Context: an optimization exercise on an open-source flow, tuned for small area, a short achievable clock period and few clock cycles per item. The choices shown serve that exercise and are no tape-out recipe.
RTL that was checked went through simulation tests only; none was proved equivalent to the original.
No activity file was given, so power comes from the tool's default toggle rates.

== main ==
==> flow/design.v <==
`timescale 1ns / 1ps
module muldiv#(parameter DATA_WIDTH = 32)
(
    input                         clk_i,
    input                         rst_i,
    input                         stall_i,
    input  [DATA_WIDTH-1 : 0]     a_i,
    input  [DATA_WIDTH-1 : 0]     b_i,
    input                         req_i,
    input  [ 2 : 0]               operation_sel_i,
    output reg [DATA_WIDTH-1 : 0] muldiv_result_o,
    output reg                    ready_o
);
function [31:0] prefix_or;
    input [31:0] x;
    integer l, k;
    begin
        prefix_or = x;
        for (l = 0; l < 5; l = l + 1)
            for (k = 0; k < 32; k = k + 1)
                if (k[l])
                    prefix_or[k] = prefix_or[k] | prefix_or[((k >> l) << l) - 1];
    end
endfunction
function [33:0] add33;
    input [32:0] x, y;
    input        ci;
    reg   [32:0] p, g, gg, pp, c;
    reg          g0;
    integer l, k;
    begin
        p  = x ^ y;
        g  = x & y;
        g0 = g[0] | (p[0] & ci);
        gg = g;
        pp = p;
        for (l = 0; l < 5; l = l + 1)
            for (k = 1; k < 33; k = k + 1)
                if ((k - 1) & (1 << l)) begin
                    gg[k] = gg[k] | (pp[k] & gg[(((k - 1) >> l) << l)]);
                    pp[k] = pp[k] & pp[(((k - 1) >> l) << l)];
                end
        c[0] = g0;
        for (k = 1; k < 33; k = k + 1)
            c[k] = gg[k] | (pp[k] & g0);
        add33 = {c[32], p ^ {c[31:0], ci}};
    end
endfunction
wire is_div   = operation_sel_i[2];
wire is_rem   = operation_sel_i[2] & operation_sel_i[1];
wire b_zero   = ~|b_i;
wire a_zero   = ~|a_i;
wire div_zero = is_div & b_zero;
wire a_signed = ~operation_sel_i[0] | (operation_sel_i == 3'b001);
wire b_signed = (operation_sel_i == 3'b000) | (operation_sel_i == 3'b001)
              | (operation_sel_i == 3'b100) | (operation_sel_i == 3'b110);
wire sa = a_i[31] & a_signed;
wire sb = b_i[31] & b_signed;
wire [31:0] a_pre = prefix_or(a_i);
wire [31:0] ua    = a_i ^ ({32{sa}} & {a_pre[30:0], 1'b0});
reg  [15:0] v1; reg [15:0] e1;
reg  [7:0]  v2; reg [15:0] e2;
reg  [3:0]  v3; reg [11:0] e3;
reg  [1:0]  v4; reg [7:0]  e4;
reg  [4:0]  lead;
integer j;
always @(*) begin
    for (j = 0; j < 16; j = j + 1) begin
        v1[j] = ua[2*j+1] | ua[2*j];
        e1[j] = ua[2*j+1];
    end
    for (j = 0; j < 8; j = j + 1) begin
        v2[j]         = v1[2*j+1] | v1[2*j];
        e2[2*j+:2]    = v1[2*j+1] ? {1'b1, e1[2*j+1]} : {1'b0, e1[2*j]};
    end
    for (j = 0; j < 4; j = j + 1) begin
        v3[j]         = v2[2*j+1] | v2[2*j];
        e3[3*j+:3]    = v2[2*j+1] ? {1'b1, e2[4*j+2+:2]} : {1'b0, e2[4*j+:2]};
    end
    for (j = 0; j < 2; j = j + 1) begin
        v4[j]         = v3[2*j+1] | v3[2*j];
        e4[4*j+:4]    = v3[2*j+1] ? {1'b1, e3[6*j+3+:3]} : {1'b0, e3[6*j+:3]};
    end
    lead = v4[1] ? {1'b1, e4[7:4]} : {1'b0, e4[3:0]};
    if (div_zero) lead = 5'd31;
end
reg  [31:0] R, Q;
reg  [4:0]  cnt;
reg         busy, ps, nb;
reg         f_div, f_inv;
reg         f_selq, f_neg, f_mh;
wire start = req_i & ~busy & ~ready_o;
wire        inv  = sb ^ is_div;
wire [33:0] sum  = add33({R, f_div & nb}, {f_div, b_i ^ {32{f_inv}}}, f_inv);
wire        take  = f_div ? sum[33] : nb;
wire [31:0] R_nxt = take ? sum[31:0] : {R[30:0], nb};
wire        c_hi  = ~f_div & nb & sum[33];
wire [30:0] q_inc = Q[30:0] + 31'd1;
wire        q_in  = f_div ? sum[33] : (nb ? sum[32] : R[31]);
wire [31:0] Q_nxt = {c_hi ? q_inc : Q[30:0], q_in};
wire [32:0] ua_sh = {ua, 1'b0};
wire        last  = (cnt == 5'd0);
wire        nz    = ~a_zero | div_zero;
always @(posedge clk_i)
begin
    ps <= stall_i;
    if (rst_i) begin
        busy    <= 1'b0;
        ready_o <= 1'b0;
    end else begin
        busy    <= (start & nz) | (busy & ~last);
        ready_o <= (start & ~nz) | (busy & last) | (ready_o & ps);
    end
    if (start) begin
        f_div  <= is_div;
        f_inv  <= inv;
        f_selq <= is_div ? ~is_rem : (operation_sel_i[1:0] != 2'b00);
        f_neg  <= is_rem ? sa : ((sa ^ sb) & ~div_zero);
        f_mh   <= ~is_div & (operation_sel_i[1:0] != 2'b00);
        R      <= 32'd0;
        Q      <= 32'd0;
        cnt    <= lead;
        nb     <= ~div_zero | ua[31];
    end else if (busy) begin
        R   <= R_nxt;
        Q   <= Q_nxt;
        cnt <= cnt - 5'd1;
        nb  <= ua_sh[cnt];
    end
end
wire [31:0] res_x = f_selq ? Q : R;
wire        r_nz  = f_mh & (|R);
wire [31:0] x_pre = prefix_or(res_x);
always @(*)
    muldiv_result_o = res_x ^ ({32{f_neg}} & ({x_pre[30:0], 1'b0} | {32{r_nz}}));
endmodule    
clock: 5.0 ns
lec_check: 0
abc_area: 1
cap_margin: 20
core_margin: 2
core_utilization: 40
place_density: 0.6
setup_slack_margin: 1.0
slew_margin: 20
standard.sh (not shown) runs the stock make flow with config.mk's settings and CLKGATE_MAP_FILE= SYNTH_SCRIPT=/design/flow/synth_recipe.tcl, a recipe that flattens the netlist after the stock synthesis.
==> flow/flow/run.sh <==
#!/bin/bash
# The standard layout, with the ports buffered by sky130_fd_sc_hd__buf_2
# instead of the flow's default pick (a slow delay buffer).
set -e
bash standard.sh synth > synth.log 2>&1
bash standard.sh "BUFFER_PORTS_ARGS=-buffer_cell sky130_fd_sc_hd__buf_2" finish > layout.log 2>&1
Testbench counts of main, summed over its fixed seeds: cycles 35,912, ops 2,048.
Input changes introduced in the feature branch (baseline for comparison: main):
--- a/flow/design.v
+++ b/flow/design.v
@@ -20,32 +20,32 @@
             for (k = 0; k < 32; k = k + 1)
                 if (k[l])
                     prefix_or[k] = prefix_or[k] | prefix_or[((k >> l) << l) - 1];
     end
 endfunction
-function [33:0] add33;
-    input [32:0] x, y;
+function [34:0] add35;
+    input [34:0] x, y;
     input        ci;
-    reg   [32:0] p, g, gg, pp, c;
+    reg   [34:0] p, g, gg, pp, c;
     reg          g0;
     integer l, k;
     begin
         p  = x ^ y;
         g  = x & y;
         g0 = g[0] | (p[0] & ci);
         gg = g;
         pp = p;
-        for (l = 0; l < 5; l = l + 1)
-            for (k = 1; k < 33; k = k + 1)
+        for (l = 0; l < 6; l = l + 1)
+            for (k = 1; k < 35; k = k + 1)
                 if ((k - 1) & (1 << l)) begin
                     gg[k] = gg[k] | (pp[k] & gg[(((k - 1) >> l) << l)]);
                     pp[k] = pp[k] & pp[(((k - 1) >> l) << l)];
                 end
         c[0] = g0;
-        for (k = 1; k < 33; k = k + 1)
+        for (k = 1; k < 35; k = k + 1)
             c[k] = gg[k] | (pp[k] & g0);
-        add33 = {c[32], p ^ {c[31:0], ci}};
+        add35 = p ^ {c[33:0], ci};
     end
 endfunction
 wire is_div   = operation_sel_i[2];
 wire is_rem   = operation_sel_i[2] & operation_sel_i[1];
 wire b_zero   = ~|b_i;
@@ -85,21 +85,26 @@
     if (div_zero) lead = 5'd31;
 end
 reg  [31:0] R, Q;
 reg  [4:0]  cnt;
 reg         busy, ps, nb;
-reg         f_div, f_inv;
-reg         f_selq, f_neg, f_mh;
+reg         f_div, f_inv, f_s, f_nq;
+reg         f_selq, f_neg;
 wire start = req_i & ~busy & ~ready_o;
-wire        inv  = sb ^ is_div;
-wire [33:0] sum  = add33({R, f_div & nb}, {f_div, b_i ^ {32{f_inv}}}, f_inv);
-wire        take  = f_div ? sum[33] : nb;
+wire        inv  = is_div ? ~sb : sa;
+wire [34:0] sum  = add35({2'b00, R, f_div & nb},
+                         {~f_div & f_s, ~f_div & f_s, f_div | f_s, b_i ^ {32{f_inv}}},
+                         f_inv);
+wire        ge    = sum[33];
+wire        take  = f_div ? ge : nb;
 wire [31:0] R_nxt = take ? sum[31:0] : {R[30:0], nb};
-wire        c_hi  = ~f_div & nb & sum[33];
+wire        q_in  = f_div ? ge : (nb ? sum[32] : R[31]);
+wire        q_up  = ~f_div & nb & ~sum[34] & sum[33];
+wire        q_dn  = f_div ? (f_nq & ge) : (nb & sum[34]);
 wire [30:0] q_inc = Q[30:0] + 31'd1;
-wire        q_in  = f_div ? sum[33] : (nb ? sum[32] : R[31]);
-wire [31:0] Q_nxt = {c_hi ? q_inc : Q[30:0], q_in};
+wire [30:0] q_dec = Q[30:0] - 31'd1;
+wire [31:0] Q_nxt = {q_up ? q_inc : (q_dn ? q_dec : Q[30:0]), q_in};
 wire [32:0] ua_sh = {ua, 1'b0};
 wire        last  = (cnt == 5'd0);
 wire        nz    = ~a_zero | div_zero;
 always @(posedge clk_i)
 begin
@@ -112,13 +117,14 @@
         ready_o <= (start & ~nz) | (busy & last) | (ready_o & ps);
     end
     if (start) begin
         f_div  <= is_div;
         f_inv  <= inv;
+        f_s    <= sa ^ sb;
+        f_nq   <= (sa ^ sb) & ~div_zero;
         f_selq <= is_div ? ~is_rem : (operation_sel_i[1:0] != 2'b00);
-        f_neg  <= is_rem ? sa : ((sa ^ sb) & ~div_zero);
-        f_mh   <= ~is_div & (operation_sel_i[1:0] != 2'b00);
+        f_neg  <= is_rem & sa;
         R      <= 32'd0;
         Q      <= 32'd0;
         cnt    <= lead;
         nb     <= ~div_zero | ua[31];
     end else if (busy) begin
@@ -126,11 +132,10 @@
         Q   <= Q_nxt;
         cnt <= cnt - 5'd1;
         nb  <= ua_sh[cnt];
     end
 end
-wire [31:0] res_x = f_selq ? Q : R;
-wire        r_nz  = f_mh & (|R);
-wire [31:0] x_pre = prefix_or(res_x);
+wire [31:0] r_pre = prefix_or(R);
+wire [31:0] res_r = R ^ ({32{f_neg}} & {r_pre[30:0], 1'b0});
 always @(*)
-    muldiv_result_o = res_x ^ ({32{f_neg}} & ({x_pre[30:0], 1'b0} | {32{r_nz}}));
+    muldiv_result_o = f_selq ? Q : res_r;
 endmodule    
The feature branch against main: combinational power increased 46%; row count essentially unchanged; synthesized cell count increased 69; cell count increased 42.
Run comparison: main master of the slowest instance on the critical path sky130_fd_sc_hd__edfxtp_1; the feature branch master of the slowest instance on the critical path sky130_fd_sc_hd__dfxtp_1
Across both runs, depth of the worst register-to-register path was lower for the feature branch than for main.
The feature branch consumes more power than main does.
No functional check of the RTL was part of the feature branch.

re-timing with driven ports:
No port has a modelled driver above. Below, the same layouts with a new extraction and two added sets of constraints.
Step 1: set_driving_cell puts a clkbuf_16 on clk_i and a buf_2 on each other input, an assumption about the parent block.
Step 2 also shifts input and output timing later by t, the mid clock arrival at the registers, as if the neighbouring blocks saw the same clock.
a / b / c = ideal ports / drivers / drivers and shift; a / b = the first two.
| run | t (ns) | slack for setup (ns) | worst register clock-pin slew, ns |
|---|---|---|---|
| main | 0.395 | 1.160 / 1.112 / 0.920 | 0.07 / 0.07 |
| the feature branch | 0.402 | 1.255 / 1.207 / 0.948 | 0.07 / 0.07 |
After both steps setup and hold are still met in every run listed. The setup slack of the feature branch, which loses most, moves by -0.048 ns with the drivers and by -0.307 ns with both steps.
